This design comes from an exercise in tuning for small area, a short achievable clock period and few clock cycles on the open sky130 flow, not from production work. Only simulation tests tie the RTL to the original design; equivalence was not proved. Power and IR drop assume default switching activity.

==> flow/flow/run.sh <==
#!/bin/bash
# Layout flow: the standard layout, except that
#  - synthesis maps the logic with a lighter ABC script (one delay-oriented
#    mapping pass with area recovery, no repeated delay-oriented
#    restructuring); everything else, registers included, is as the standard
#    synthesis;
#  - the port buffers are buf_4 cells.
# Each tool's output goes to a log file of its own in the work folder.
set -euo pipefail
W=$(pwd)
F=$W/flow

{
  echo "proc abc {args} {"
  echo "  set i [lsearch -exact \$args -script]"
  echo "  if {\$i >= 0} { lset args [expr {\$i + 1}] $F/abc_map.script }"
  echo "  yosys abc {*}\$args"
  echo "}"
  cat "$W/synth_recipe.tcl"
} > "$W/synth_map.tcl"
sed "s#SYNTH_SCRIPT=[^ ]*#SYNTH_SCRIPT=$W/synth_map.tcl#" "$W/standard.sh" > "$W/synth_map.sh"

export BUFFER_PORTS_ARGS="-buffer_cell sky130_fd_sc_hd__buf_4"

bash "$W/synth_map.sh" synth > "$W/synth.log" 2>&1
bash "$W/standard.sh" > "$W/layout.log" 2>&1
==> flow/flow/abc_map.script <==
&get -n
&st
&dch
&nf
&put
buffer -c
topo
stime -c
dnsize -c
==> flow/standard.sh <==
#!/bin/bash
# synth_recipe.tcl (not shown) runs the flow's synth.tcl, then flattens the netlist and writes it again
# the make line also repeats each setting of config.mk as NAME=value (left out here)
make -C /OpenROAD-flow-scripts/flow DESIGN_CONFIG=/design/flow/config.mk WORK_HOME=/design/flow/orfs CLKGATE_MAP_FILE= SYNTH_SCRIPT=/design/flow/synth_recipe.tcl "${@:-finish}"
==> flow/config.mk <==
export PLATFORM = sky130hd
export DESIGN_NAME = supermips_core
export DESIGN_NICKNAME = supermips_core
export VERILOG_FILES = /design/flow/design.v
export SDC_FILE = /design/flow/constraint.sdc
export NUM_CORES = 8
export LEC_CHECK = 0
export CAP_MARGIN = 30
export CORE_MARGIN = 2
export CORE_UTILIZATION = 50
export CTS_CLUSTER_DIAMETER = 60
export CTS_CLUSTER_SIZE = 25
export GPL_TIMING_DRIVEN = 0
export SLEW_MARGIN = 30
==> flow/constraint.sdc <==
create_clock -name core_clock -period 150.0 [get_ports {clock}]
set_input_delay 30.0000 -clock core_clock [delete_from_list [all_inputs] [get_ports {clock}]]
set_output_delay 30.0000 -clock core_clock [all_outputs]
set_load 0.01 [all_outputs]
==> flow/design.v <==
module muldiv #(parameter KM = 8, KD = 4) (
  input         clock,
  input         reset_n,
  input         start,
  input         op_mul,       
  input         op_madd,      
  input         op_div,       
  input         sgn,          
  input  [31:0] a,            
  input  [31:0] a_md,         
  input  [31:0] b,            
  input         wr_hi,
  input         wr_lo,
  output        busy,         
  output        busy_rd,      
  output [31:0] hi,           
  output [31:0] lo,
  output [31:0] hi_q,         
  output [31:0] lo_q,
  output        hi_neg,       
  output        lo_neg,
  output        fin,          
  output        hi_dead,      
  output        fhi_neg,      
  output        flo_neg
);
  localparam NCM = 32 / KM;
  localparam NCD = 32 / KD;
  reg  [31:0] hi_r, lo_r;
  reg         hi_neg_r, lo_neg_r;
  reg         hi_dead_r;
  reg  [31:0] m;              
  reg  [32:0] acc;            
  reg         busy_r, is_div, is_madd, is_sgn, neg_q, neg_r, dcin;
  reg         hneg;           
  reg         acin;           
  reg  [2:0]  cnt;
  wire last_m = busy_r & (cnt == NCM - 1);
  wire last_d = busy_r & (cnt == NCD - 1);
  wire        a_neg  = sgn & op_div & a[31];
  wire        b_neg  = sgn & b[31];
  wire [31:0] e_m    = b ^ {32{op_div & ~b_neg}};
  wire [31:0] u_m    = busy_r ? m : e_m;
  wire [32:0] u_acc  = busy_r ? acc : {1'b0, op_madd ? (lo_r ^ {32{lo_neg_r}}) : 32'd0};
  wire [KD-1:0] a_top = a_neg ? (~a[31:32-KD] + {{(KD-1){1'b0}}, (a[31-KD:0] == 0)})
                              : a[31:32-KD];
  wire [31:0] u_lo   = busy_r ? lo_r : {op_div ? a_top : a_md[31:32-KD], a_md[31-KD:0]};
  wire        u_sgn  = busy_r ? is_sgn : (sgn & op_mul);
  wire        u_div  = busy_r ? is_div : op_div;
  wire        u_dcin = busy_r ? dcin : ~b_neg;
  assign fin  = busy_r & (is_div ? last_d : last_m);
  wire [31:0] hi_nx, lo_nx;
  wire        hi_neg_nx, lo_neg_nx;
  assign busy    = busy_r;
  assign busy_rd = busy_r & ~fin;
  assign hi      = (fin & ~hi_dead_r) ? hi_nx : hi_r;
  assign hi_dead = hi_dead_r;
  assign lo      = fin ? lo_nx : lo_r;
  assign hi_q    = hi_r;
  assign lo_q    = lo_r;
  assign hi_neg  = hi_neg_r;
  assign lo_neg  = lo_neg_r;
  assign fhi_neg = hi_neg_nx;
  assign flo_neg = is_div & neg_q;    
  integer r, j;
  reg  [32:0] ms, mc, x, sum, cy, xh, s2, c2;
  reg  [KM-1:0] pbits;
  always_comb begin
    ms = u_acc;
    mc = {32'd0, busy_r ? ((cnt == 3'd0) & is_madd & acin) : (op_madd & lo_neg_r)};
    for (r = 0; r < KM; r = r + 1) begin
      for (j = 0; j < 32; j = j + 1)
        x[j] = (u_m[j] & u_lo[r]) ^ (u_sgn & ((j == 31) ^ (last_m && (r == KM - 1))));
      x[32] = u_sgn & (((~busy_r || (cnt == 3'd0)) && (r == 0)) || (last_m && (r == KM - 1)));
      sum = ms ^ mc ^ x;
      cy  = (ms & mc) | (ms & x) | (mc & x);
      pbits[r] = sum[0];
      ms = {1'b0, sum[32:1]};
      mc = cy;
    end
    xh = {1'b0, (last_m & is_madd) ? (hi_r ^ {32{hneg}}) : 32'd0};
    s2 = ms ^ mc ^ xh;
    c2 = (ms & mc) | (ms & xh) | (mc & xh);
  end
  wire [32:0] acc_nx = s2 + {c2[31:0], last_m & is_madd & hneg};
  integer k;
  reg  [31:0] dr, dq;
  reg  [32:0] r2;
  reg  [33:0] diff;
  always_comb begin
    dr = u_acc[31:0]; dq = u_lo;
    for (k = 0; k < KD; k = k + 1) begin
      r2   = {dr, dq[31]};
      diff = {1'b0, r2} + {2'b11, u_m} + {33'd0, u_dcin};
      dr   = diff[33] ? r2[31:0] : diff[31:0];
      dq   = {dq[30:0], ~diff[33]};
    end
  end
  wire [31:0] lo_step = u_div ? dq : {pbits, u_lo[31:KM]};
  assign hi_nx     = is_div ? dr : acc_nx[31:0];
  assign lo_nx     = lo_step;
  assign hi_neg_nx = is_div & neg_r;
  assign lo_neg_nx = is_div & neg_q & (dq != 32'd0);
  wire        hi_neg_f = (fin & ~hi_dead_r) ? hi_neg_nx : hi_neg_r;
  wire        lo_neg_f = fin ? lo_neg_nx : lo_neg_r;
  always_ff @(posedge clock, negedge reset_n)
    if (~reset_n) begin
      hi_r     <= 32'd0;
      lo_r     <= 32'd0;
      hi_neg_r <= 1'b0;
      lo_neg_r <= 1'b0;
      busy_r   <= 1'b0;
      hi_dead_r <= 1'b0;
    end else begin
      if (fin) begin
        if (~hi_dead_r) begin
          hi_r     <= hi_nx;
          hi_neg_r <= hi_neg_nx;
        end
        lo_r      <= lo_nx;
        lo_neg_r  <= lo_neg_nx;
        busy_r    <= 1'b0;
        hi_dead_r <= 1'b0;
      end else if (busy_r)
        lo_r <= lo_step;
      if (start) begin
        busy_r    <= 1'b1;
        lo_r      <= busy_r ? a_md : lo_step;
        hi_dead_r <= 1'b0;
      end
      if (wr_hi) begin
        hi_r     <= a;
        hi_neg_r <= 1'b0;
        if (busy_r & ~fin)
          hi_dead_r <= 1'b1;
      end
      if (wr_lo) begin
        lo_r     <= a;
        lo_neg_r <= 1'b0;
      end
    end
  always_ff @(posedge clock) begin
    if (~busy_r | start) begin
      m       <= e_m;
      dcin    <= ~b_neg;
      hneg    <= hi_neg_f;
      acin    <= op_madd & lo_neg_f;
      is_div  <= op_div;
      is_madd <= op_madd;
      is_sgn  <= sgn & op_mul;
      neg_q   <= a_neg ^ (op_div & b_neg);
      neg_r   <= a_neg;
    end
    cnt <= (busy_r & start) ? 3'd0 : busy_r ? cnt + 3'd1 : 3'd1;
    acc <= (busy_r & start) ? {1'b0, op_madd ? (lo ^ {32{lo_neg_f}}) : 32'd0}
         : u_div ? {1'b0, dr} : acc_nx;
  end
endmodule
module supermips_core (
  input         clock,
  input         reset_n,
  output [31:0] icache_addr,
  output        icache_rd,
  input  [31:0] icache_data,
  input         icache_waitrequest,
  output [31:0] dcache_addr,
  output        dcache_rd,
  output        dcache_wr,
  output [31:0] dcache_wr_data,
  output [ 3:0] dcache_wr_be,
  input  [31:0] dcache_data,
  input         dcache_waitrequest
);
  reg  [31:0] pc_f;           
  reg  [31:0] ir;             
  reg         e_valid;
  reg         e_md_go_done;   
  reg         md_wp;          
  reg  [ 4:0] md_rd;
  reg         m_we;           
  reg  [ 4:0] m_rd;
  reg  [31:0] m_res;          
  reg         m_ld;           
  reg         m_isld;         
  reg         m_st;           
  reg  [ 1:0] m_sz;           
  reg         m_sext;
  reg  [31:0] m_sd;           
  reg  [ 3:0] m_be;
  reg         w_we;           
  reg  [ 4:0] w_rd;
  reg  [31:0] w_val;          
  reg         w_ld;
  reg  [ 1:0] w_sz;
  reg         w_sext;
  reg  [ 1:0] w_off;          
  wire [31:0] rf [0:31];       
  reg  [31:1] rf_ok;          
  wire [5:0]  op = ir[31:26];
  wire [4:0]  rs = ir[25:21];
  wire [4:0]  rt = ir[20:16];
  wire [4:0]  rd = ir[15:11];
  wire [4:0]  sa = ir[10:6];
  wire [5:0]  fn = ir[5:0];
  wire [15:0] imm = ir[15:0];
  wire op_special  = (op == 6'h00);
  wire op_regimm   = (op == 6'h01);
  wire op_special2 = (op == 6'h1c);
  wire op_special3 = (op == 6'h1f);
  wire i_sll   = op_special & (fn == 6'd0);
  wire i_srl   = op_special & (fn == 6'd2);
  wire i_sra   = op_special & (fn == 6'd3);
  wire i_sllv  = op_special & (fn == 6'd4);
  wire i_srlv  = op_special & (fn == 6'd6);
  wire i_srav  = op_special & (fn == 6'd7);
  wire i_jr    = op_special & (fn == 6'd8);
  wire i_jalr  = op_special & (fn == 6'd9);
  wire i_movz  = op_special & (fn == 6'd10);
  wire i_movn  = op_special & (fn == 6'd11);
  wire i_mfhi  = op_special & (fn == 6'd16);
  wire i_mthi  = op_special & (fn == 6'd17);
  wire i_mflo  = op_special & (fn == 6'd18);
  wire i_mtlo  = op_special & (fn == 6'd19);
  wire i_mult  = op_special & (fn == 6'd24);
  wire i_multu = op_special & (fn == 6'd25);
  wire i_div   = op_special & (fn == 6'd26);
  wire i_divu  = op_special & (fn == 6'd27);
  wire i_add   = op_special & ((fn == 6'd32) | (fn == 6'd33));
  wire i_sub   = op_special & ((fn == 6'd34) | (fn == 6'd35));
  wire i_and   = op_special & (fn == 6'd36);
  wire i_or    = op_special & (fn == 6'd37);
  wire i_xor   = op_special & (fn == 6'd38);
  wire i_nor   = op_special & (fn == 6'd39);
  wire i_slt   = op_special & (fn == 6'd42);
  wire i_sltu  = op_special & (fn == 6'd43);
  wire i_bltz   = op_regimm & (rt == 5'h00);
  wire i_bgez   = op_regimm & (rt == 5'h01);
  wire i_bltzal = op_regimm & (rt == 5'h10);
  wire i_bgezal = op_regimm & (rt == 5'h11);
  wire i_j     = (op == 6'h02);
  wire i_jal   = (op == 6'h03);
  wire i_beq   = (op == 6'h04);
  wire i_bne   = (op == 6'h05);
  wire i_blez  = (op == 6'h06);
  wire i_bgtz  = (op == 6'h07);
  wire i_addi  = (op == 6'h08) | (op == 6'h09);
  wire i_slti  = (op == 6'h0a);
  wire i_sltiu = (op == 6'h0b);
  wire i_andi  = (op == 6'h0c);
  wire i_ori   = (op == 6'h0d);
  wire i_xori  = (op == 6'h0e);
  wire i_lui   = (op == 6'h0f);
  wire i_madd  = op_special2 & ((fn == 6'd0) | (fn == 6'd1));
  wire i_mul   = op_special2 & (fn == 6'd2);
  wire i_ext   = op_special3 & (fn == 6'd0);
  wire i_ins   = op_special3 & (fn == 6'd4);
  wire i_seb   = op_special3 & (fn == 6'd32) & (sa == 5'd16);
  wire i_seh   = op_special3 & (fn == 6'd32) & (sa == 5'd24);
  wire i_lb    = (op == 6'h20);
  wire i_lh    = (op == 6'h21);
  wire i_lw    = (op == 6'h23);
  wire i_lbu   = (op == 6'h24);
  wire i_lhu   = (op == 6'h25);
  wire i_sb    = (op == 6'h28);
  wire i_sh    = (op == 6'h29);
  wire i_sw    = (op == 6'h2b);
  wire i_load  = i_lb | i_lh | i_lw | i_lbu | i_lhu;
  wire i_store = i_sb | i_sh | i_sw;
  wire i_link_b = i_bltzal | i_bgezal;
  wire i_branch = i_beq | i_bne | i_blez | i_bgtz | i_bltz | i_bgez | i_link_b;
  wire i_ctrl   = i_branch | i_j | i_jal | i_jr | i_jalr;
  wire i_md_start = i_mult | i_multu | i_div | i_divu | i_madd;
  wire i_md_any   = i_md_start | i_mul | i_mfhi | i_mflo | i_mthi | i_mtlo;
  wire uses_rs = ~(i_j | i_jal);
  wire uses_rt = op_special | i_beq | i_bne | i_store | op_special2 |
                 (op_special3 & ~i_ext);
  wire dst_rd  = (op_special & ~(i_jr | i_mthi | i_mtlo | i_md_start)) |
                 i_seb | i_seh;
  wire dst_rt  = i_addi | i_slti | i_sltiu | i_andi | i_ori | i_xori | i_lui |
                 i_load | i_ext | i_ins;
  wire dst_31  = i_jal | i_link_b;
  wire [4:0] e_dst = dst_31 ? 5'd31 : dst_rd ? rd : rt;
  wire [31:0] md_hi, md_lo, md_hi_q, md_lo_q;
  wire        md_hi_neg, md_lo_neg, md_fin, md_fhi_neg, md_flo_neg, md_hi_dead;
  wire [31:0] rf_a = (rs != 5'd0 && rf_ok[rs]) ? rf[rs] : 32'd0;
  wire [31:0] rf_b = (rt != 5'd0 && rf_ok[rt]) ? rf[rt] : 32'd0;
  wire [31:0] w_res;
  wire        byp_a  = m_we & (m_rd == rs);
  wire        byp_b  = m_we & (m_rd == rt);
  wire        bypw_a = w_we & (w_rd == rs);
  wire        bypw_b = w_we & (w_rd == rt);
  wire        bypd_a = md_wp & (md_rd == rs);
  wire        bypd_b = md_wp & (md_rd == rt);
  wire        sm_a = ~bypd_a & byp_a;
  wire        sw_a = ~bypd_a & ~byp_a & bypw_a;
  wire        sr_a = ~bypd_a & ~byp_a & ~bypw_a;
  wire        sm_b = ~bypd_b & byp_b;
  wire        sw_b = ~bypd_b & ~byp_b & bypw_b;
  wire        sr_b = ~bypd_b & ~byp_b & ~bypw_b;
  wire [31:0] a  = ({32{bypd_a}} & md_lo_q) | ({32{sm_a}} & m_res) |
                   ({32{sw_a}} & w_res) | ({32{sr_a}} & rf_a);
  wire [31:0] bt = ({32{bypd_b}} & md_lo_q) | ({32{sm_b}} & m_res) |
                   ({32{sw_b}} & w_res) | ({32{sr_b}} & rf_b);
  wire        imm_z  = i_andi | i_ori | i_xori;
  wire [31:0] simm   = {{16{imm[15]}}, imm};
  wire [31:0] b_imm  = imm_z ? {16'd0, imm} : simm;
  wire        use_imm = ~(op_special | op_special2 | op_special3 | op_regimm |
                          i_beq | i_bne);
  wire [31:0] b = use_imm ? b_imm : bt;
  wire        md_op   = i_md_start | i_mul;
  wire        dneg_a  = i_div & a[31];
  wire        neg_rd  = (i_mfhi & md_hi_neg) | (i_mflo & md_lo_neg);
  wire        zero_a  = dneg_a | i_mfhi | i_mflo;
  wire        do_sub  = i_sub | i_slt | i_sltu | i_slti | i_sltiu | dneg_a | neg_rd;
  wire [31:0] add_a   = zero_a ? 32'd0 : a;
  wire [31:0] add_b   = ({32{i_mfhi}} & md_hi_q) | ({32{i_mflo}} & md_lo_q) |
                        ({32{dneg_a}} & a) | ({32{~(i_mfhi | i_mflo | md_op)}} & b);
  wire [32:0] sum     = {1'b0, add_a} + {1'b0, do_sub ? ~add_b : add_b} + {32'd0, do_sub};
  wire        ltu    = ~sum[32];
  wire        lts    = (a[31] & ~b[31]) | (sum[31] & ~(a[31] ^ b[31]));
  wire        sh_var  = i_sllv | i_srlv | i_srav;
  wire        sh_left = i_sll | i_sllv | i_ins;
  wire [4:0]  sh_amt  = sh_var ? a[4:0] : sa;
  wire [31:0] sh_in   = (i_ext | i_ins) ? a : bt;
  function automatic [31:0] rev32(input [31:0] v);
    integer q;
    for (q = 0; q < 32; q = q + 1) rev32[q] = v[31 - q];
  endfunction
  wire [31:0] sh_r    = (sh_left ? rev32(sh_in) : sh_in) >> sh_amt;
  wire [31:0] sh_out  = sh_left ? rev32(sh_r) : sh_r;
  wire [31:0] mask_f  = 32'hFFFF_FFFF >> (5'd31 - rd);    
  wire [31:0] mask_i  = {1'b0, mask_f[31:1]};            
  wire [31:0] pc_plus4 = pc_f + 32'd4;
  wire a_eq_b = (a == bt);
  wire a_zero = (a == 32'd0);
  wire taken  = i_j | i_jal | i_jr | i_jalr |
                (i_beq & a_eq_b) | (i_bne & ~a_eq_b) |
                (i_blez & (a[31] | a_zero)) | (i_bgtz & ~a[31] & ~a_zero) |
                ((i_bltz | i_bltzal) & a[31]) | ((i_bgez | i_bgezal) & ~a[31]);
  wire        t_reg  = i_jr | i_jalr;
  wire        t_abs  = i_j | i_jal;
  wire [31:0] target = ({32{t_reg}} & a)
                     | ({32{t_abs}} & {pc_f[31:28], ir[25:0], 2'b00})
                     | ({32{~(t_reg | t_abs)}} & (pc_f + {simm[29:0], 2'b00}));
  wire [1:0]  lsel   = op_special ? fn[1:0] : op[1:0];
  wire [31:0] lu     = (lsel == 2'd0) ? (a & b) : (lsel == 2'd1) ? (a | b)
                     : (lsel == 2'd2) ? (a ^ b) : ~(a | b);
  wire        s_lu   = i_and | i_andi | i_or | i_ori | i_xor | i_xori | i_nor;
  wire        s_slt  = i_slt | i_slti | i_sltu | i_sltiu;
  wire        s_sh   = i_sll | i_srl | i_sra | i_sllv | i_srlv | i_srav | i_ext | i_ins;
  wire        s_seb  = i_seb;
  wire        s_seh  = i_seh;
  wire        s_a    = i_movz | i_movn;
  wire        s_hi   = i_mfhi & md_fin;
  wire        s_lo   = i_mflo & md_fin;
  wire        s_pc4  = i_jal | i_jalr | (i_link_b & taken);
  wire        s_imm  = i_link_b & ~taken;
  wire        s_lui  = i_lui;
  wire        s_sum  = ~(s_lu | s_slt | s_sh | s_seb | s_seh | s_a | s_hi | s_lo |
                         s_pc4 | s_imm | s_lui);
  wire        slt_b  = (i_sltu | i_sltiu) ? ltu : lts;
  wire [31:0] sh_msk = i_ext ? mask_f : i_ins ? mask_i : 32'hFFFF_FFFF;
  wire [31:0] alu =
      ({32{s_sum}} & sum[31:0])
    | ({32{s_lu}}  & lu)
    | ({32{s_slt}} & {31'd0, slt_b})
    | ({32{s_sh}}  & ((sh_out & sh_msk) | (bt & {32{i_ins}})))
    | ({32{s_seb}} & {{24{bt[7]}}, bt[7:0]})
    | ({32{s_seh}} & {{16{bt[15]}}, bt[15:0]})
    | ({32{s_a}}   & a)
    | ({32{s_hi}}  & md_hi)
    | ({32{s_lo}}  & md_lo)
    | ({32{s_pc4}} & pc_plus4)
    | ({32{s_imm}} & {16'd0, imm})
    | ({32{s_lui}} & {imm, 16'd0});
  wire e_we = (dst_rd | dst_rt | dst_31) & (e_dst != 5'd0) &
              ~(i_movz & ~(bt == 32'd0)) & ~(i_movn & (bt == 32'd0));
  wire m_stall  = (m_ld | m_st) & dcache_waitrequest;
  wire f_done   = ~icache_waitrequest;
  wire md_busy, md_busy_rd;
  wire load_use = m_isld & m_we & ((uses_rs & (m_rd == rs)) | (uses_rt & (m_rd == rt)));
  wire md_wr    = md_wp & ~md_busy_rd & ~w_we & ~(m_we & (m_rd == md_rd));
  wire md_dep   = md_wp & md_busy & ~e_md_go_done &
                  ((uses_rs & (rs == md_rd)) | (uses_rt & (rt == md_rd)));
  wire md_kill  = md_wp & e_we & (e_dst == md_rd);
  wire md_wait  = ((i_md_start | i_mul) & ~e_md_go_done & ((md_wp & ~md_wr) | (md_busy_rd & i_madd))) |
                  (i_mtlo & (md_busy_rd | (md_wp & ~md_wr))) |
                  (i_mfhi & ~md_hi_dead & (md_busy_rd | (md_fin & md_fhi_neg))) |
                  (i_mflo & (md_busy_rd | (md_fin & md_flo_neg))) | md_dep;
  wire e_block  = e_valid & (load_use | md_wait | (i_ctrl & ~f_done));
  wire e_go     = ~m_stall & ~e_block;
  wire e_md_go  = e_valid & ~load_use & ~md_wait;
  wire md_start = e_md_go & (i_md_start | i_mul) & ~e_md_go_done;
  wire [31:0] sd = i_sb ? {4{bt[7:0]}} : i_sh ? {2{bt[15:0]}} : bt;
  wire [1:0]  ea = sum[1:0];
  wire [3:0]  be = i_sb ? (4'b1000 >> ea) : i_sh ? (ea[1] ? 4'b0011 : 4'b1100) : 4'b1111;
  always_ff @(posedge clock, negedge reset_n)
    if (~reset_n) begin
      pc_f       <= 32'd0;
      e_valid    <= 1'b0;
      md_wp      <= 1'b0;
      e_md_go_done <= 1'b0;
      m_we       <= 1'b0;
      m_ld       <= 1'b0;
      m_st       <= 1'b0;
      w_we       <= 1'b0;
    end else begin
      w_we <= m_we & ~m_stall;
      if (md_wr | (e_valid & e_go & md_kill))
        md_wp <= 1'b0;
      if (md_start & i_mul & (rd != 5'd0))
        md_wp <= 1'b1;
      if (md_start)
        e_md_go_done <= 1'b1;
      if (e_go) begin
        e_md_go_done <= 1'b0;
        m_we    <= e_valid & e_we;
        m_ld    <= e_valid & i_load;
        m_st    <= e_valid & i_store;
        e_valid <= f_done;
        if (f_done)
          pc_f <= (e_valid & taken) ? target : pc_plus4;
      end else if (~m_stall) begin
        m_we <= 1'b0;
        m_ld <= 1'b0;
        m_st <= 1'b0;
      end
    end
  always_ff @(posedge clock)
    if (md_start & i_mul) md_rd <= rd;
  always_ff @(posedge clock)
    if (e_go)
      ir <= icache_data;
  always_ff @(posedge clock)
    if (~m_stall) begin
      m_rd   <= e_dst;
      m_isld <= i_load;
      m_res  <= alu;
      m_sz   <= (i_lb | i_lbu) ? 2'd0 : (i_lh | i_lhu) ? 2'd1 : 2'd2;
      m_sext <= i_lb | i_lh;
      m_sd   <= sd;
      m_be   <= be;
    end
  assign dcache_addr    = m_res;
  assign dcache_rd      = m_ld;
  assign dcache_wr      = m_st;
  assign dcache_wr_data = m_sd;
  assign dcache_wr_be   = m_be;
  always_ff @(posedge clock) begin
    w_rd   <= m_rd;
    w_val  <= m_isld ? dcache_data : m_res;
    w_ld   <= m_isld;
    w_sz   <= m_sz;
    w_sext <= m_sext;
    w_off  <= m_res[1:0];
  end
  wire [7:0]  ld_b = (w_off == 2'd0) ? w_val[31:24] : (w_off == 2'd1) ? w_val[23:16]
                   : (w_off == 2'd2) ? w_val[15:8] : w_val[7:0];
  wire [15:0] ld_h = w_off[1] ? w_val[15:0] : w_val[31:16];
  assign w_res = ~w_ld ? w_val
               : (w_sz == 2'd0) ? {{24{w_sext & ld_b[7]}}, ld_b}
               : (w_sz == 2'd1) ? {{16{w_sext & ld_h[15]}}, ld_h}
               : w_val;
  wire [31:0] wd = md_wr ? md_lo : w_res;
  wire [ 4:0] wa = md_wr ? md_rd : w_rd;
  wire        rf_we = w_we | md_wr;
  assign rf[0] = 32'd0;
  genvar gr;
  generate
    for (gr = 1; gr < 32; gr = gr + 1) begin : R
      reg [31:0] q;
      always_ff @(posedge clock)
        if (rf_we && wa == gr) q <= wd;
      assign rf[gr] = q;
    end
  endgenerate
  always_ff @(posedge clock, negedge reset_n)
    if (~reset_n) rf_ok <= 31'd0;
    else if (rf_we) rf_ok[wa] <= 1'b1;
  assign icache_addr = pc_f;
  assign icache_rd   = 1'b1;
  muldiv MD (
    .clock   (clock),
    .reset_n (reset_n),
    .start   (md_start),
    .op_mul  (i_mult | i_multu | i_mul),
    .op_madd (i_madd),
    .op_div  (i_div | i_divu),
    .sgn     (i_mult | i_div),
    .a       (a),
    .a_md    (sum[31:0]),
    .b       (bt),
    .wr_hi   (e_md_go & i_mthi),
    .wr_lo   (e_md_go & i_mtlo),
    .busy    (md_busy),
    .busy_rd (md_busy_rd),
    .hi      (md_hi),
    .lo      (md_lo),
    .hi_q    (md_hi_q),
    .lo_q    (md_lo_q),
    .hi_neg  (md_hi_neg),
    .lo_neg  (md_lo_neg),
    .fin     (md_fin),
    .hi_dead (md_hi_dead),
    .fhi_neg (md_fhi_neg),
    .flo_neg (md_flo_neg));
endmodule
==> flow_summary_export.csv, run 1 <==
group,metric,value,unit
worst_hold_path,worstHoldPathType,"reg2reg",
timing,rsz0062_at_grt,"false",
yosys,ys_seq_elements,1363,
worst_hold_path,holdPathEnd,"w_sext$_DFF_P_",
global_routing,overflow,0,
routing,via_count,93000,
yosys,synth-edff-count,1146,
run_status,outcome,"timing/DRC/antenna clean",
timing,maxSlewHeadroom,13.7,%
clock_network,cts_tree,"done",
clock_network,clk_pin_slew,90,ps
worst_setup_path,critical_path_class,"reg2reg",
yosys,async_reset_ff_share,10.1,%
worst_setup_path,crit_slowest_cell,"clkinv_1",
clock_network,worst_skew_pair.late_latency,890,ps
global_routing,grt_pass1_vias,83900,
worst_hold_path,min_from,"m_sext$_DFFE_PN_",
worst_setup_path,cp_max_fo,10,
worst_setup_path,cp.required,150520,ps
worst_setup_path,start_kind,"flip-flop",
worst_setup_path,rrSetupSlack,115060,ps
yosys,synthCells,9075,
yosys,synth_warnings,2,
worst_setup_path,r2r-end,"m_res[5]$_DFFE_PN_",
clock_network,h-tree-depth,3,
worst_setup_path,crit_arrival,35460,ps
global_routing,grt_max_degree,73,
worst_setup_path,slowest_delay,980,ps
power_and_ir_drop,powerDensity,17.4,nW/um2
timing,hold_viol_final,0,
final_layout,syn_to_final_growth,14.1,%
final_layout,drive_gt1_share,9.79,%
yosys,synth_ff_type,"edfxtp_1",
worst_hold_path,hold_path_depth,0,
worst_setup_path,cp_common_cell,"a21oi_1",
clock_network,cts.sink_count,1363,
yosys,ys_seq_area_share,43.3,%
floorplanning,die_area,186000,um2
yosys,yosysUniqueCellTypes,83,
clock_network,hold_buffers,0,
yosys,synth.area.top_cells,"edfxtp_1 38%, fa_1 5.8%, ha_1 4.8%",
timing,fin_crit_sh,23.3,%
floorplanning,rows,156,
placement,dp_hpwl,402,mm
clock_network,post-cts-setup-buffers,0,
timing,tns,0,ps
clock_network,cts_root_buf,"clkbuf_16",
routing,first_iter_violations,19900,
yosys,synth.avg_cell_area,10.0,um2
placement,placed_area,99600,um2
floorplanning,core-area,181000,um2
floorplanning,io_pins,171,
routing,avgViaCountPerCell,7.73,
routing,drc,0,
yosys,syn-num-nets,9753,
clock_network,cts_buffers,108,
timing,fmax,28.6,MHz
timing,worst_pin_slew,1280,ps
placement,io_buffers,169,
routing,ant_nets,0,
timing,finClkSkew,110,ps
yosys,yosysTopAreaCell,"edfxtp_1",
global_routing,grt_pass1_wl,707,mm
timing,fin_crit,34940,ps
final_layout,nNetsFinal,10200,
clock_network,ctsLongestPathBuffers,3,
worst_setup_path,worstRegToRegCells,89,
power_and_ir_drop,power,1810,uW
floorplanning,initial_core_util,50.4,%
global_routing,grt_usage,55.5,%
run,drv_cap,0,
power_and_ir_drop,p_leak,0.0369,uW
floorplanning,dieHeight,431,um
routing,drt-pass1-iter-count,17,
worst_setup_path,endpoint_kind,"flip-flop",
routing,routedWlPerCell,44.0,um
global_routing,antenna_found_initial,76,
final_layout,fin_area,104000,um2
timing,drv_slew,0,
worst_setup_path,rr_startpoint,"ir[24]$_DFFE_PP_",
floorplanning,die_w,431,um
clock_network,cts_resized,0,
placement,gp_congestion,1.15,
yosys,yosysTopAreaCellShare,37.8,%
timing,finalSetupViolations,0,
final_layout,nFillCells,15500,
power_and_ir_drop,ir_worst_vdd,0.0154,mV
routing,drt-total-wl,529,mm
yosys,synth_area,91200,um2
[synth_stat cells (21+ instances only)]
library cell,instances
dfrtp_1,138
o21a_1,55
xnor2_1,239
nor2_1,573
dfxtp_1,79
nand3_1,241
nor2b_1,56
inv_1,271
nand2_1,1111
o22ai_1,39
o21ai_0,560
a221oi_1,132
or4_1,33
a211oi_1,62
a21o_1,74
a31oi_1,70
o221ai_1,75
a21oi_1,704
nand2b_1,40
xor2_1,247
fa_1,263
o31ai_1,22
edfxtp_1,1146
and4_1,21
clkbuf_1,608
a22oi_1,364
ha_1,347
a22o_1,110
nor4_1,54
o211ai_1,53
nor4bb_1,25
and4b_1,27
nor3_1,79
buf_1,65
mux2i_1,165
and3_1,32
and2_1,43
o21bai_1,35
mux2_2,103
a222oi_1,335
or3_1,32
nand4_1,130
[flip-flops by register name, indices dropped and copies added, names as in the netlist, 2 cells and up]
register  count
MD.acc       33
MD.cnt        3
MD.hi_r      32
MD.lo_r      32
MD.m         32
R.q         992
ir           32
m_be          4
m_rd          5
m_res        32
m_sd         32
m_sz          2
md_rd         5
pc_f         32
rf_ok        31
w_off         2
w_rd          5
w_sz          2
w_val        32
[how the worst max path moves through the flow]
stage,startpoint,endpoint,slack [ps]
global route,ir[24]$_DFFE_PP_,m_res[5]$_DFFE_PN_,115700
global placement,dcache_waitrequest,md_wp$_DFFE_PN0P_,114400
detailed placement,dcache_waitrequest,pc_f[29]$_DFFE_PN0P_,117670
finish,ir[24]$_DFFE_PP_,m_res[5]$_DFFE_PN_,115060
CTS,ir[24]$_DFFE_PP_,m_res[5]$_DFFE_PN_,117630
floorplan,icache_waitrequest,md_wp$_DFFE_PN0P_,117030
[power breakdown]
| part | total (uW) | internal, uW | switching [uW] |
|---|---|---|---|
| Clock | 334 | 164 | 170 |
| Combinational | 932 | 258 | 674 |
| Sequential | 545 | 489 | 56.1 |
| Total | 1810 | 911 | 900 |
[cell usage in the layout (no fill, tap or decap), types with 85 or more instances in the layout]
master	instances
inv_1	270
a221oi_1	131
xor2_1	240
mux2_2	103
a21oi_1	689
a22oi_1	364
nor2_1	538
ha_1	345
fa_1	263
nand3_1	236
nand2_1	1100
buf_4	178
diode_2	85
a222oi_1	335
a22o_1	110
edfxtp_1	1146
nand4_1	130
clkbuf_1	546
clkbuf_16	110
xnor2_1	228
o21ai_0	525
dfrtp_1	138
mux2i_1	147
[stage by stage]
stage / setup slack, ps / hold slack, ps / util [%] / cells
finish: 115060 / 355 / 57.5 / 12000
floorplan: 117030 / 323 / - / 9075
detailed placement: 117670 / 334 / 55.1 / 11700
global placement: 114400 / 333 / 52.7 / 11600
global route: 115700 / 356 / 57.4 / 12000
CTS: 117630 / 351 / 57.3 / 11900
[per-layer routing]
layer / global-route usage (%) / up-vias / routed length (um)
met3: 25.9 / 3011 / 84900
met2: 75.3 / 9533 / 206000
met5: 0.260 / - / 188
li1: - / 35600 / -
met1: 64.1 / 44800 / 172000
met4: 51.8 / 28 / 66000
[critical path, delay by kind of cell, from the launching register on]
family                     cells  cell delay, ps
AOI/OAI and AO/OA             47           12720
muxes                          1             610
buffers and inverters         21           12690
DFF                            1             520
adders and majority gates      5            2140
and+or+nand+nor               13            5210
xor gates and xnor gates       2             530
[final cells by class]
type	count	area [um2]	area share [%]
Multi-Input combinational cell	6755	49600	47.7
Sequential cell	1363	39400	37.9
Timing Repair Buffer	303	4040	3.88
Tap cell	2370	2970	2.85
Clock buffer	116	2780	2.67
Buffer	680	2660	2.56
Clock inverter	85	1260	1.21
Inverter	277	1040	1.00
Antenna cell	85	213	0.204
[logic make-up after synthesis]
| kind of cell | synth area share, % |
|---|---|
| AO/OA/AOI/OAI | 21.3 |
| XOR/XNOR | 4.67 |
| adder cells (fa/ha/maj) | 10.5 |
| buffers and inverters | 3.95 |
| flip-flops | 43.3 |
| multiplexers | 3.58 |
| other | 0.00411 |
| AND/OR/NAND/NOR | 12.7 |
Testbench counts, summed over its fixed seeds: cycles 58,226.
==> run 2, diff against run 1 <==
--- a/flow/config.mk
+++ b/flow/config.mk
@@ -11,4 +11,3 @@
 export CTS_CLUSTER_DIAMETER = 60
 export CTS_CLUSTER_SIZE = 25
-export GPL_TIMING_DRIVEN = 0
 export SLEW_MARGIN = 30
==> run 2 against run 1 <==
Effect of this change: sequential share of layout area grew 1.1 points; wire length shrank 15%; fmax up 10%; clock skew fell by 16 ps; final cell count fell by 3.8%; worst hold slack got worse by 3.1 ps; critical path type is now reg2out; critical endpoint is now dcache_addr[7]; largest power group unchanged.
==> flow_summary_export.csv, run 2 <==
group,metric,value,unit
global_routing,grt_usage,47.4,%
worst_setup_path,worst-path-stages,1,
routing,ant_nets,0,
worst_setup_path,critical_path_class,"reg2out",
worst_setup_path,crit_slowest_cell,"edfxtp_1",
final_layout,reg.largest.list,"R.q: 992 flops, MD.acc: 33 flops",
clock_network,cts_buffers,109,
timing,fmax,31.5,MHz
floorplanning,die_w,431,um
timing,tns,0,ps
floorplanning,rows,156,
clock_network,clk_pin_slew,90,ps
timing,finClkSkew,94.4,ps
worst_setup_path,worst-path-buf-inv,1,
clock_network,hold_buffers,0,
worst_setup_path,cp_max_fo,4,
timing,finalSetupViolations,0,
floorplanning,dieHeight,431,um
clock_network,h-tree-depth,3,
yosys,synth-edff-count,1146,
clock_network,worst_skew_pair.late_latency,850,ps
power_and_ir_drop,powerDensity,16.8,nW/um2
global_routing,grt_pass1_vias,78900,
placement,dp_hpwl,316,mm
yosys,yosysTopAreaCell,"edfxtp_1",
floorplanning,die_area,186000,um2
timing,fin_crit,31750,ps
worst_setup_path,start_kind,"flip-flop",
clock_network,ctsLongestPathBuffers,3,
yosys,synthCells,9075,
clock_network,cts_tree,"done",
final_layout,drive_gt1_share,12.1,%
global_routing,grt_max_degree,84,
yosys,yosysTopAreaCellShare,37.8,%
routing,drt-total-wl,452,mm
routing,routedWlPerCell,39.1,um
routing,drt-pass1-iter-count,12,
clock_network,cts_resized,0,
yosys,synth.avg_cell_area,10.0,um2
worst_setup_path,cp.required,120000,ps
worst_setup_path,rr_startpoint,"ir[22]$_DFFE_PP_",
placement,placed_area,97100,um2
placement,io_buffers,169,
final_layout,top_register,"R.q",
worst_hold_path,worstHoldPathType,"reg2reg",
yosys,ys_seq_elements,1363,
clock_network,post-cts-setup-buffers,0,
routing,avgViaCountPerCell,7.37,
clock_network,cts_root_buf,"clkbuf_16",
timing,drv_slew,0,
worst_hold_path,hold_path_depth,0,
yosys,ys_seq_area_share,43.3,%
worst_setup_path,critPathTopFamily,"flip-flops",
placement,gp_congestion,1.10,
yosys,async_reset_ff_share,10.1,%
final_layout,final_common_cell,"edfxtp_1",
global_routing,antenna_found_initial,55,
run_status,outcome,"timing/DRC/antenna clean",
run,drv_cap,0,
yosys,yosysUniqueCellTypes,83,
worst_hold_path,min_from,"m_sext$_DFFE_PN_",
timing,worst_pin_slew,1240,ps
worst_setup_path,worstRegToRegCells,80,
worst_setup_path,crit_arrival,1750,ps
timing,rsz0062_at_grt,"false",
final_layout,largest_reg_flops,992,
final_layout,syn_to_final_growth,11.0,%
timing,hold_viol_final,0,
clock_network,cts.sink_count,1363,
worst_setup_path,endpoint_kind,"primary output",
worst_setup_path,r2r-end,"m_res[15]$_DFFE_PN_",
final_layout,nNetsFinal,9755,
floorplanning,io_pins,171,
yosys,synth_common_cells,"1146 x edfxtp_1, 1111 x nand2_1, 704 x a21oi_1, 608 x clkbuf_1, 573 x nor2_1",
floorplanning,core-area,181000,um2
final_layout,final_cell_mix,"1146 x edfxtp_1, 1107 x nand2_1, 686 x a21oi_1",
worst_setup_path,slowest_delay,690,ps
timing,maxSlewHeadroom,16.4,%
global_routing,grt_pass1_wl,620,mm
yosys,synth_area,91200,um2
power_and_ir_drop,p_leak,0.0365,uW
routing,first_iter_violations,15900,
yosys,yosysMostFrequentCell,"edfxtp_1",
yosys,syn-num-nets,9753,
final_layout,fin_area,101000,um2
global_routing,overflow,0,
floorplanning,initial_core_util,50.4,%
yosys,synth_ff_type,"edfxtp_1",
worst_setup_path,cp_cell_sequence,"buf_4",
power_and_ir_drop,ir_worst_vdd,0.0129,mV
worst_setup_path,rrSetupSlack,122910,ps
routing,via_count,85300,
routing,drc,0,
timing,fin_crit_sh,21.2,%
worst_hold_path,holdPathEnd,"w_sext$_DFF_P_",
yosys,synth.area.top_cells,"edfxtp_1 38%, fa_1 5.8%, ha_1 4.8%",
yosys,synth_warnings,2,
## run 2: cell families after synthesis
logic type	synth area share (%)
AND/OR/NAND/NOR	12.7
flip-flops	43.3
AO/OA/AOI/OAI	21.3
XOR/XNOR	4.67
other	0.00411
buffers and inverters	3.95
multiplexers	3.58
adder cells (fa/ha/maj)	10.5
## run 2: per-layer routing
metal / part of all wire [%] / global-route usage, % / up-vias
met1: 35 / 57.2 / 41500
met5: 0.060 / 0 / -
met4: 10 / 38.8 / 44
li1: - / - / 34700
met3: 14 / 16.7 / 1983
met2: 42 / 68.3 / 7053
## run 2: power by group
group / switching, uW / internal (uW)
clock: 167 / 149
sequential: 54.7 / 488
combinational: 591 / 250
total: 813 / 887
## run 2: layout make-up
type                       count  area, um2
antenna                       31       77.6
clock buffer                 113       2740
clock inverter                92       1130
fill                       15800      79700
inverter                     277       1040
multi-input combinational   6755      49500
sequential                  1363      39500
tap                         2370       2970
timing repair buffer         571       4300
## run 2: stage by stage
step                      power [uW]  hold WS [ps]  util, %  setup slack (ps)  instances
after floorplan                  961           323        -            117030       9075
after global placement          1320           334     53.6            117940      11300
after detailed placement        1330           331     53.7            117940      11300
after CTS                       1640           352     55.8            118380      11500
after global routing            1740           357     55.9            118330      11500
final                           1700           352     55.9            118250      11600
## run 2: worst max path at each step
stage                                    from                  end
after detailed placement   dcache_waitrequest  pc_f[0]$_DFFE_PN0P_
after CTS                 m_res[15]$_DFFE_PN_      dcache_addr[15]
after floorplan            icache_waitrequest    md_wp$_DFFE_PN0P_
after global routing       m_res[7]$_DFFE_PN_       dcache_addr[7]
after global placement     dcache_waitrequest  pc_f[1]$_DFFE_PN0P_
final                      m_res[7]$_DFFE_PN_       dcache_addr[7]
==> run 3, diff against run 2 <==
--- a/flow/config.mk
+++ b/flow/config.mk
@@ -8,5 +8,5 @@
 export CAP_MARGIN = 30
 export CORE_MARGIN = 2
-export CORE_UTILIZATION = 50
+export CORE_UTILIZATION = 45
 export CTS_CLUSTER_DIAMETER = 60
 export CTS_CLUSTER_SIZE = 25
==> run 3 against run 2 <==
Effect of this change: still clean; flip-flop and latch count stayed put; utilization fell by 5.3 points; sequential share of layout area decreased by 0.34 points; clock skew grew 35 ps; first-iteration DRC count down 8.5%.
==> flow_summary_export.csv, run 3 <==
group,metric,value,unit
run_status,outcome,"timing/DRC/antenna clean",
worst_setup_path,rr_startpoint,"ir[22]$_DFFE_PP_",
floorplanning,core-area,202000,um2
clock_network,post-cts-setup-buffers,0,
routing,drc,0,
worst_setup_path,crit_arrival,1750,ps
timing,worst_pin_slew,1250,ps
yosys,syn-num-nets,9753,
routing,met1_length,169,mm
worst_setup_path,endpoint_kind,"primary output",
worst_setup_path,start_kind,"flip-flop",
worst_setup_path,cp_max_fo,4,
routing,drt-pass1-iter-count,14,
yosys,synth.area.top_cells,"edfxtp_1 38%, fa_1 5.8%, ha_1 4.8%",
worst_hold_path,worstHoldPathType,"reg2reg",
yosys,ys_seq_elements,1363,
worst_setup_path,endpoint,"dcache_addr[12]",
timing,holdWs,347,ps
floorplanning,initial_core_util,45.2,%
yosys,synth_area,91200,um2
floorplanning,die_w,454,um
final_layout,finalNonFillerCells,11900,
worst_setup_path,r2r-end,"m_res[20]$_DFFE_PN_",
timing,fin_crit,31750,ps
final_layout,largest_reg_flops,992,
placement,io_buffers,169,
floorplanning,rows,165,
global_routing,grt_usage,44.7,%
worst_setup_path,rrSetupSlack,122860,ps
yosys,ys_seq_area_share,43.3,%
final_layout,top_register,"R.q",
final_layout,final_common_cell,"edfxtp_1",
global_routing,grt_max_degree,149,
final_layout,nNetsFinal,9771,
final_layout,drive_gt1_share,12.3,%
clock_network,cts_resized,0,
worst_setup_path,startpoint,"m_res[12]$_DFFE_PN_",
clock_network,worst_skew_pair.late_latency,900,ps
clock_network,h-tree-depth,3,
floorplanning,dieHeight,454,um
worst_setup_path,crit_slowest_cell,"edfxtp_1",
routing,first_iter_violations,14600,
global_routing,grt_pass1_vias,79700,
clock_network,cts_tree,"done",
power_and_ir_drop,p_leak,0.0367,uW
clock_network,cts.sink_count,1363,
yosys,synth-edff-count,1146,
placement,dpl.cell_count,11600,
placement,dp_hpwl,331,mm
routing,dr_wl_met2,203,mm
yosys,synth_ff_type,"edfxtp_1",
final_layout,final_cell_mix,"1146 x edfxtp_1, 1104 x nand2_1, 682 x a21oi_1",
floorplanning,die_area,206000,um2
yosys,yosysUniqueCellTypes,83,
routing,routedWlPerCell,39.5,um
worst_setup_path,cp_cell_sequence,"buf_4",
routing,route.met3.wl,55.8,mm
clock_network,clk_pin_slew,80,ps
final_layout,reg.largest.list,"R.q: 992 flops, MD.acc: 33 flops",
placement,gp_congestion,1.10,
global_routing,antenna_found_initial,56,
clock_network,ctsLongestPathBuffers,3,
timing,fmax,31.5,MHz
clock_network,cts_buffers,113,
routing,via_count,84900,
timing,maxSlewHeadroom,14.6,%
timing,hold_viol_final,0,
routing,ant_nets,0,
clock_network,hold_buffers,0,
yosys,synth_common_cells,"1146 x edfxtp_1, 1111 x nand2_1, 704 x a21oi_1, 608 x clkbuf_1, 573 x nor2_1",
worst_setup_path,critical_path_class,"reg2out",
worst_setup_path,worstRegToRegCells,83,
worst_setup_path,worst-path-buf-inv,1,
worst_setup_path,worst-path-stages,1,
yosys,yosysMostFrequentCell,"edfxtp_1",
timing,rsz0062_at_grt,"false",
global_routing,grt_pass1_wl,645,mm
routing,avgViaCountPerCell,7.13,
routing,drt-total-wl,470,mm
yosys,synthCells,9075,
timing,finClkSkew,130,ps
worst_setup_path,critPathTopFamily,"flip-flops",
final_layout,syn_to_final_growth,12.0,%
routing,dr.max_layer_used,"met5",
yosys,async_reset_ff_share,10.1,%
yosys,synth.avg_cell_area,10.0,um2
yosys,synth_warnings,2,
power_and_ir_drop,powerDensity,16.9,nW/um2
timing,finalSetupViolations,0,
timing,tns,0,ps
timing,drv_slew,0,
floorplanning,io_pins,171,
yosys,yosysTopAreaCellShare,37.8,%
power_and_ir_drop,ir_worst_vdd,0.0138,mV
global_routing,overflow,0,
timing,fin_crit_sh,21.2,%
yosys,yosysTopAreaCell,"edfxtp_1",
worst_setup_path,cp.required,120000,ps
run,drv_cap,0,
worst_setup_path,slowest_delay,660,ps
clock_network,cts_root_buf,"clkbuf_16",
run 3: area by class of cell:
cell class,count,area [um2]
inverters,277,1040
diodes,34,85.1
flip-flops and latches,1363,39500
repair buffers,583,4440
clock inverters,95,1370
well taps,2672,3340
clock buffers,118,2850
fillers,18400,99600
multi-input cells,6755,49500
run 3: cell families (layout without fill, tap and decap cells):
| logic type | after synthesis | count (layout) | synth area share (%) |
|---|---|---|---|
| AO/OA/AOI/OAI | 2837 | 2837 | 21.3 |
| AND/OR/NAND/NOR | 2533 | 2533 | 12.7 |
| flip-flops | 1363 | 1363 | 43.3 |
| buffers and inverters | 957 | 1073 | 3.95 |
| adder cells (fa/ha/maj) | 610 | 610 | 10.5 |
| XOR/XNOR | 486 | 486 | 4.67 |
| multiplexers | 288 | 288 | 3.58 |
| other | 1 | 35 | 0.00411 |
run 3: layer usage:
metal / global-route usage, % / vias to the layer above
li1: - / 34700
met1: 54.3 / 42100
met2: 66.5 / 6345
met3: 14.1 / 1759
met4: 33.0 / 34
met5: 0.583 / -
run 3: worst min-delay path by stage:
| stage | cells after the start | startpoint | slack [ps] | endpoint |
|---|---|---|---|---|
| 2_1_floorplan | 0 | m_sext$_DFFE_PN_ | 320 | w_sext$_DFF_P_ |
| 3_3_place_gp | 0 | m_sz[1]$_SDFFCE_PP0N_ | 330 | w_sz[1]$_DFF_P_ |
| 4_1_cts | 0 | m_sz[0]$_SDFFCE_PP0N_ | 350 | w_sz[0]$_DFF_P_ |
| 3_5_place_dp | 0 | m_sz[1]$_SDFFCE_PP0N_ | 330 | w_sz[1]$_DFF_P_ |
| 5_1_grt | 0 | m_sz[0]$_SDFFCE_PP0N_ | 350 | w_sz[0]$_DFF_P_ |
| 6_report | 0 | m_sz[0]$_SDFFCE_PP0N_ | 350 | w_sz[0]$_DFF_P_ |
run 3: where the power goes:
part / switching (uW) / total [uW] / internal (uW)
Clock: 175 / 337 / 161
Sequential: 57.3 / 545 / 488
Combinational: 591 / 844 / 253
run 3: stage by stage:
step	setup slack, ps	utilization (%)	instance area [um2]	total power, uW
global route	118290	50.6	102000	1770
global placement	117900	48.3	97500	1330
floorplan	117030	-	91200	961
finish	118250	50.6	102000	1730
CTS	118300	50.5	102000	1670
detailed placement	117790	48.4	97600	1340
==> run 4, diff against run 3 <==
--- a/flow/config.mk
+++ b/flow/config.mk
@@ -6,8 +6,8 @@
 export NUM_CORES = 8
 export LEC_CHECK = 0
-export CAP_MARGIN = 30
+export CAP_MARGIN = 20
 export CORE_MARGIN = 2
-export CORE_UTILIZATION = 45
+export CORE_UTILIZATION = 50
 export CTS_CLUSTER_DIAMETER = 60
 export CTS_CLUSTER_SIZE = 25
-export SLEW_MARGIN = 30
+export SLEW_MARGIN = 20
==> run 4 against run 3 <==
Effect of this change: worst hold slack better by 5.5 ps; clock power barely moved; sequential share of layout area grew 0.27 points; power decreased by 0.42%; synthesized cell count stayed put; die area is 9.9% lower; combinational power down 0.5%; critical endpoint is now dcache_addr[17]; largest power group unchanged.
==> flow_summary_export.csv, run 4 <==
group,metric,value,unit
global_routing,antenna_found_initial,53,
clock_network,hold_buffers,0,
worst_setup_path,cp_max_fo,4,
timing,finalSetupViolations,0,
worst_setup_path,cp_cell_sequence,"buf_4",
worst_setup_path,worst-path-buf-inv,1,
worst_setup_path,critical_path_class,"reg2out",
timing,fmax,31.5,MHz
yosys,yosysTopAreaCell,"edfxtp_1",
worst_setup_path,start_kind,"flip-flop",
worst_setup_path,critPathTopFamily,"flip-flops",
yosys,synthXorXnorAreaFrac,4.67,%
placement,io_buffers,169,
floorplanning,die_w,431,um
clock_network,post-cts-setup-buffers,0,
clock_network,cts_buffers,110,
yosys,synth.avg_cell_area,10.0,um2
floorplanning,initial_core_util,50.4,%
power_and_ir_drop,ir_worst_vdd,0.0118,mV
clock_network,clk_pin_slew,90,ps
worst_hold_path,hold_path_depth,0,
yosys,synthMuxAreaShare,3.58,%
yosys,synth_common_cells,"1146 x edfxtp_1, 1111 x nand2_1, 704 x a21oi_1, 608 x clkbuf_1, 573 x nor2_1",
routing,drt-pass1-iter-count,13,
worst_setup_path,endpoint_kind,"primary output",
worst_hold_path,min_from,"m_sext$_DFFE_PN_",
yosys,synthAdderAreaFrac,10.5,%
timing,hold_viol_final,0,
yosys,yosysTopAreaCellShare,37.8,%
yosys,synth_compound_area_share,21.3,%
yosys,syn-num-nets,9753,
floorplanning,io_pins,171,
yosys,synth_ff_type,"edfxtp_1",
clock_network,ctsLongestPathBuffers,3,
floorplanning,rows,156,
routing,first_iter_violations,15900,
timing,fin_crit,31720,ps
yosys,synth-simple-area-share,12.7,%
yosys,ys_seq_elements,1363,
clock_network,cts.sink_count,1363,
routing,routedWlPerCell,39.1,um
timing,holdWs,353,ps
power_and_ir_drop,powerDensity,17.0,nW/um2
yosys,synthCells,9075,
floorplanning,core-area,181000,um2
power_and_ir_drop,p_leak,0.0366,uW
worst_setup_path,rrSetupSlack,122850,ps
worst_setup_path,slowest_delay,580,ps
yosys,ys_seq_area_share,43.3,%
placement,gp_congestion,1.10,
final_layout,top_register,"R.q",
routing,avgViaCountPerCell,7.34,
timing,fin_crit_sh,21.1,%
final_layout,reg.largest.list,"R.q: 992 flops, MD.acc: 33 flops",
worst_setup_path,crit_arrival,1720,ps
timing,finClkSkew,89.7,ps
yosys,synth-edff-count,1146,
routing,ant_nets,0,
run,drv_cap,0,
worst_hold_path,worstHoldPathType,"reg2reg",
final_layout,largest_reg_flops,992,
yosys,synth_top_family_by_area,"compound AO/OA/AOI/OAI gates",
timing,worst_pin_slew,1350,ps
final_layout,final_common_cell,"edfxtp_1",
routing,via_count,84900,
timing,drv_slew,0,
routing,drt-total-wl,452,mm
yosys,synth.area.top_cells,"edfxtp_1 38%, fa_1 5.8%, ha_1 4.8%",
clock_network,worst_skew_pair.late_latency,860,ps
worst_setup_path,r2r-end,"m_res[15]$_DFFE_PN_",
routing,drc,0,
yosys,synth_area,91200,um2
global_routing,grt_pass1_wl,619,mm
final_layout,nFillCells,15800,
yosys,async_reset_ff_share,10.1,%
worst_setup_path,cp.required,120000,ps
yosys,synth_warnings,2,
worst_hold_path,holdPathEnd,"w_sext$_DFF_P_",
final_layout,syn_to_final_growth,11.2,%
floorplanning,die_area,186000,um2
worst_setup_path,crit_slowest_cell,"edfxtp_1",
worst_setup_path,rr_startpoint,"ir[22]$_DFFE_PP_",
global_routing,grt_pass1_vias,79000,
timing,tns,0,ps
placement,dp_slack,117940,ps
clock_network,cts_resized,0,
global_routing,grt_max_degree,84,
yosys,yosysUniqueCellTypes,83,
timing,setup_slack,118280,ps
final_layout,nNetsFinal,9752,
worst_setup_path,worstRegToRegCells,80,
yosys,yosysMostFrequentCell,"edfxtp_1",
floorplanning,dieHeight,431,um
clock_network,cts_tree,"done",
clock_network,cts_root_buf,"clkbuf_16",
run_status,outcome,"timing/DRC/antenna clean",
timing,rsz0062_at_grt,"false",
final_layout,final_cell_mix,"1146 x edfxtp_1, 1107 x nand2_1, 688 x a21oi_1",
timing,maxSlewHeadroom,8.84,%
global_routing,overflow,0,
global_routing,grt_usage,47.4,%
final_layout,drive_gt1_share,12.0,%
clock_network,h-tree-depth,3,
placement,dp_hpwl,316,mm
==> run 4: cell counts after synthesis <==
No cell type changed its count.
==> run 4: stage by stage <==
stage / total power [uW] / utilization, % / cell area (um2) / instances
after global routing: 1760 / 56.0 / 101000 / 11500
final: 1720 / 56.0 / 101000 / 11600
after detailed placement: 1330 / 53.6 / 97000 / 11300
after floorplan: 961 / - / 91200 / 9075
after global placement: 1320 / 53.6 / 97000 / 11300
after CTS: 1660 / 55.9 / 101000 / 11500
==> run 4: worst max-delay path by stage <==
stage / from / cells after the start / end
detailed placement: dcache_waitrequest / 11 / pc_f[0]$_DFFE_PN0P_
finish: m_res[17]$_DFFE_PN_ / 1 / dcache_addr[17]
global placement: dcache_waitrequest / 11 / pc_f[1]$_DFFE_PN0P_
global route: m_res[17]$_DFFE_PN_ / 1 / dcache_addr[17]
CTS: m_res[3]$_DFFE_PN_ / 1 / dcache_addr[3]
floorplan: icache_waitrequest / 9 / md_wp$_DFFE_PN0P_
==> run 4: routing by layer <==
layer | GRT usage [%] | vias to the layer above | wire [um] | part of all wire [%]
li1 | - | 34600 | - | -
met1 | 57.1 | 41200 | 155000 | 34
met2 | 67.8 | 6967 | 186000 | 41
met3 | 17.2 | 2022 | 63000 | 14
met4 | 39.1 | 36 | 47400 | 10
met5 | 0.598 | - | 370 | 0.082
==> run 4: cells by family (layout without fill, tap and decap cells) <==
logic type,Yosys count,after routing
xor gates and xnor gates,486,486
muxes,288,288
adders and majority gates,610,610
DFF,1363,1363
other,1,27
AOI/OAI and AO/OA,2837,2837
buffers and inverters,957,1053
and+or+nand+nor,2533,2533
==> run 4: layout make-up <==
cell class | instances | area (um2) | area share (%)
Sequential cell | 1363 | 39500 | 38.9
Clock inverter | 96 | 1350 | 1.34
Timing Repair Buffer | 567 | 4260 | 4.20
Clock buffer | 113 | 2810 | 2.77
Antenna cell | 26 | 65.1 | 0.0642
Tap cell | 2370 | 2970 | 2.93
Inverter | 277 | 1040 | 1.03
Multi-Input combinational cell | 6755 | 49400 | 48.7
==> run 4: report_power, final <==
part	switching, uW	internal (uW)
clock network	171	165
logic	590	249
registers	55.3	488
==> run 5, diff against run 4 <==
--- a/flow/design.v
+++ b/flow/design.v
@@ -313,7 +313,8 @@
   wire        zero_a  = dneg_a | i_mfhi | i_mflo;
   wire        do_sub  = i_sub | i_slt | i_sltu | i_slti | i_sltiu | dneg_a | neg_rd;
-  wire [31:0] add_a   = zero_a ? 32'd0 : a;
+  wire [31:0] add_a   = ({32{i_branch}} & pc_f) | ({32{~(zero_a | i_branch)}} & a);
   wire [31:0] add_b   = ({32{i_mfhi}} & md_hi_q) | ({32{i_mflo}} & md_lo_q) |
-                        ({32{dneg_a}} & a) | ({32{~(i_mfhi | i_mflo | md_op)}} & b);
+                        ({32{dneg_a}} & a) | ({32{i_branch}} & {simm[29:0], 2'b00}) |
+                        ({32{~(i_mfhi | i_mflo | md_op | i_branch)}} & b);
   wire [32:0] sum     = {1'b0, add_a} + {1'b0, do_sub ? ~add_b : add_b} + {32'd0, do_sub};
   wire        ltu    = ~sum[32];
@@ -332,5 +333,5 @@
   wire [31:0] mask_i  = {1'b0, mask_f[31:1]};            
   wire [31:0] pc_plus4 = pc_f + 32'd4;
-  wire a_eq_b = (a == bt);
+  wire a_eq_b = ((a ^ b) == 32'd0);          
   wire a_zero = (a == 32'd0);
   wire taken  = i_j | i_jal | i_jr | i_jalr |
@@ -342,5 +343,5 @@
   wire [31:0] target = ({32{t_reg}} & a)
                      | ({32{t_abs}} & {pc_f[31:28], ir[25:0], 2'b00})
-                     | ({32{~(t_reg | t_abs)}} & (pc_f + {simm[29:0], 2'b00}));
+                     | ({32{~(t_reg | t_abs)}} & sum[31:0]);
   wire [1:0]  lsel   = op_special ? fn[1:0] : op[1:0];
   wire [31:0] lu     = (lsel == 2'd0) ? (a & b) : (lsel == 2'd1) ? (a | b)
--- a/flow/config.mk
+++ b/flow/config.mk
@@ -6,8 +6,8 @@
 export NUM_CORES = 8
 export LEC_CHECK = 0
-export CAP_MARGIN = 20
+export CAP_MARGIN = 30
 export CORE_MARGIN = 2
 export CORE_UTILIZATION = 50
 export CTS_CLUSTER_DIAMETER = 60
 export CTS_CLUSTER_SIZE = 25
-export SLEW_MARGIN = 20
+export SLEW_MARGIN = 30
==> run 5 against run 4 <==
Effect of this change: still clean on timing, DRC and antenna; synthesized cell count down 2.6%; final area down 0.80%; wire length down 0.17%; register-to-register slack better by 800 ps; clock skew up 42 ps; critical endpoint is now dcache_addr[29].
==> flow_summary_export.csv, run 5 <==
group,metric,value,unit
run_status,outcome,"timing/DRC/antenna clean",
final_layout,final_common_cell,"nand2_1",
timing,rsz0062_at_grt,"false",
clock_network,cts.sink_count,1363,
worst_setup_path,cp_max_fo,4,
yosys,synth_warnings,2,
clock_network,cts_resized,0,
floorplanning,dieHeight,427,um
routing,first_iter_violations,16900,
worst_hold_path,worstHoldPathType,"reg2reg",
routing,avgViaCountPerCell,7.45,
clock_network,cts_root_buf,"clkbuf_16",
global_routing,overflow,0,
final_layout,nNetsFinal,9574,
clock_network,cts_buffers,111,
global_routing,grt_max_degree,73,
timing,maxSlewHeadroom,21.7,%
timing,setup_slack,118100,ps
routing,ant_nets,0,
global_routing,grt_pass1_wl,622,mm
worst_setup_path,r2r-end,"m_res[4]$_DFFE_PN_",
yosys,syn-num-nets,9485,
clock_network,post-cts-setup-buffers,0,
clock_network,hold_buffers,0,
global_routing,grt_pass1_vias,79100,
yosys,yosysTopAreaCell,"edfxtp_1",
worst_hold_path,min_from,"m_sz[0]$_SDFFCE_PP0N_",
yosys,synthCells,8837,
final_layout,final_cell_mix,"1156 x nand2_1, 1146 x edfxtp_1, 628 x buf_4",
worst_setup_path,critical_path_class,"reg2out",
power_and_ir_drop,powerDensity,17.2,nW/um2
power_and_ir_drop,ir_worst_vdd,0.0113,mV
timing,holdWs,362,ps
placement,io_buffers,169,
clock_network,worst_skew_pair.late_latency,890,ps
final_layout,finalCoreUtilization,56.4,%
yosys,synth-edff-count,1146,
worst_setup_path,critPathTopFamily,"flip-flops",
worst_setup_path,worstRegToRegCells,76,
power_and_ir_drop,p_leak,0.0365,uW
routing,drt-total-wl,451,mm
clock_network,ctsLongestPathBuffers,3,
floorplanning,io_pins,171,
floorplanning,die_area,183000,um2
worst_setup_path,crit_arrival,1900,ps
yosys,async_reset_ff_share,10.1,%
floorplanning,core-area,178000,um2
timing,fin_crit_sh,21.3,%
worst_setup_path,worst-path-buf-inv,1,
yosys,synth_common_cells,"1157 x nand2_1, 1146 x edfxtp_1, 656 x a21oi_1, 597 x clkbuf_1, 534 x o21ai_0",
worst_setup_path,cp.required,120000,ps
worst_setup_path,slowest_delay,810,ps
timing,tns,0,ps
timing,drv_slew,0,
floorplanning,initial_core_util,50.3,%
worst_setup_path,start_kind,"flip-flop",
yosys,yosysUniqueCellTypes,82,
timing,hold_viol_final,0,
worst_setup_path,rr_startpoint,"ir[21]$_DFFE_PP_",
yosys,synth.avg_cell_area,10.1,um2
run,drv_cap,0,
yosys,ys_seq_elements,1363,
worst_setup_path,rrSetupSlack,123650,ps
routing,routedWlPerCell,39.4,um
placement,dp_slack,118070,ps
placement,gp_congestion,1.15,
worst_setup_path,crit_slowest_cell,"edfxtp_1",
routing,drt-pass1-iter-count,13,
routing,via_count,85200,
global_routing,grt_usage,48.7,%
yosys,yosysMostFrequentCell,"nand2_1",
final_layout,drive_gt1_share,13.3,%
routing,drc,0,
placement,dp_hpwl,314,mm
final_layout,syn_to_final_growth,12.2,%
yosys,ys_seq_area_share,44.0,%
timing,finClkSkew,132,ps
yosys,synth.area.top_cells,"edfxtp_1 38%, fa_1 5.9%, nand2_1 4.8%",
yosys,yosysTopAreaCellShare,38.4,%
yosys,synth_ff_type,"edfxtp_1",
timing,fin_crit,31910,ps
final_layout,top_register,"R.q",
final_layout,largest_reg_flops,992,
worst_hold_path,holdPathEnd,"w_sz[0]$_DFF_P_",
yosys,synth_area,89600,um2
final_layout,reg.largest.list,"R.q: 992 flops, MD.acc: 33 flops",
timing,finalSetupViolations,0,
floorplanning,rows,155,
worst_setup_path,cp_cell_sequence,"buf_4",
worst_hold_path,hold_path_depth,0,
floorplanning,die_w,427,um
clock_network,cts_tree,"done",
clock_network,h-tree-depth,3,
clock_network,clk_pin_slew,80,ps
global_routing,antenna_found_initial,62,
power_and_ir_drop,power,1730,uW
timing,worst_pin_slew,1160,ps
timing,fmax,31.3,MHz
worst_setup_path,endpoint_kind,"primary output",
[run 5: cell types whose count changed in the layout (fill, tap and decap cells not counted), moves of 33 or more]
cell	change
a21oi_1	-71
a222oi_1	+66
a22oi_1	-38
buf_4	+64
diode_2	+43
nand2_1	+49
nor2_1	-80
o21ai_0	-33
o21ai_1	+42
o31a_1	+41
xor2_1	-48
[run 5: how the worst max path moves through the flow]
stage	to	slack, ps	start	cells past startpoint
2_1_floorplan	pc_f[1]$_DFFE_PN0P_	113620	dcache_waitrequest	7
4_1_cts	dcache_addr[1]	118280	m_res[1]$_DFFE_PN_	1
3_3_place_gp	md_wp$_DFFE_PN0P_	118080	icache_waitrequest	10
5_1_grt	dcache_addr[29]	118180	m_res[29]$_DFFE_PN_	1
3_5_place_dp	md_wp$_DFFE_PN0P_	118070	icache_waitrequest	10
6_report	dcache_addr[29]	118100	m_res[29]$_DFFE_PN_	1
[run 5: worst reg2reg max path, delay by kind of cell, from the launching register on]
family / cells / cell delay (ps)
AOI/OAI and AO/OA: 39 / 12140
xor gates and xnor gates: 1 / 150
adders and majority gates: 6 / 2610
buffers and inverters: 9 / 3610
DFF: 1 / 920
muxes: 2 / 790
and+or+nand+nor: 19 / 5890
[run 5: final cells by class]
class | count | area [um2]
inverters | 297 | 1110
multi-input cells | 6501 | 47900
well taps | 2355 | 2950
diodes | 69 | 173
clock inverters | 94 | 1240
flip-flops and latches | 1363 | 39500
repair buffers | 652 | 4940
fillers | 15700 | 77700
clock buffers | 116 | 2800
[run 5: logic make-up after synthesis]
kind of cell | count (synthesis) | synth area share (%)
adders and majority gates | 580 | 10.3
xor gates and xnor gates | 429 | 4.19
and+or+nand+nor | 2432 | 12.3
muxes | 310 | 3.91
DFF | 1363 | 44.0
buffers and inverters | 973 | 4.09
other | 1 | 0.00418
AOI/OAI and AO/OA | 2749 | 21.2
[run 5: layer usage]
layer / wire, um / vias up / track usage, %
met5: 454 / - / 2.80
met4: 48500 / 34 / 40.5
met3: 65700 / 2315 / 22.1
met2: 187000 / 7562 / 69.4
met1: 150000 / 41300 / 55.6
li1: - / 34100 / -
[run 5: where the power goes]
part	internal [uW]	leakage, uW	switching [uW]	total (uW)
Clock	154	0.00194	173	327
Combinational	267	0.0214	581	848
Sequential	490	0.0131	65.0	555
Total	912	0.0365	818	1730
[run 5: metrics by stage]
stage,cells,area (um2)
floorplan,8837,89600
global placement,11100,95900
detailed placement,11100,96100
CTS,11400,100000
global route,11400,100000
finish,11400,101000
Testbench counts of run 5, summed over its fixed seeds: cycles 58,226.

-- what the ideal ports hide --
The results above use ideal ports. As a check the final layouts listed here were re-extracted and re-timed, cells and wires unchanged. Step 1 (the two cells are an assumption about what drives the block):
set clk [get_ports {clock}]
set_driving_cell -lib_cell sky130_fd_sc_hd__clkbuf_16 $clk
set_driving_cell -lib_cell sky130_fd_sc_hd__buf_2 [delete_from_list [all_inputs] $clk]
Step 2 also shifts input and output timing later by t, the mid clock arrival at the registers, as if the neighbouring blocks saw the same clock. a / b / c = ideal / step 1 / step 2; a / b = the first two.
| run | t (ns) | setup slack, ns | worst hold slack (ns) | worst setup path after step 2 | cell pins on the clock port's net |
|---|---|---|---|---|---|
| run 1 | 0.941 | 115.063 / 115.063 / 115.063 | 0.355 / 0.355 / 0.355 | register to register | 1 |
| run 2 | 0.894 | 118.246 / 118.158 / 117.904 | 0.352 / 0.352 / 0.352 | input to register | 1 |
| run 3 | 0.925 | 118.253 / 118.165 / 117.695 | 0.347 / 0.347 / 0.347 | input to register | 1 |
| run 4 | 0.906 | 118.278 / 118.187 / 117.917 | 0.353 / 0.353 / 0.353 | input to register | 1 |
| run 5 | 0.914 | 118.095 / 118.007 / 117.939 | 0.362 / 0.362 / 0.362 | input to register | 1 |
After both steps every run listed still meets setup and hold. The setup slack of run 3, which loses most, moves by -0.088 ns with the drivers and by -0.558 ns with both steps.
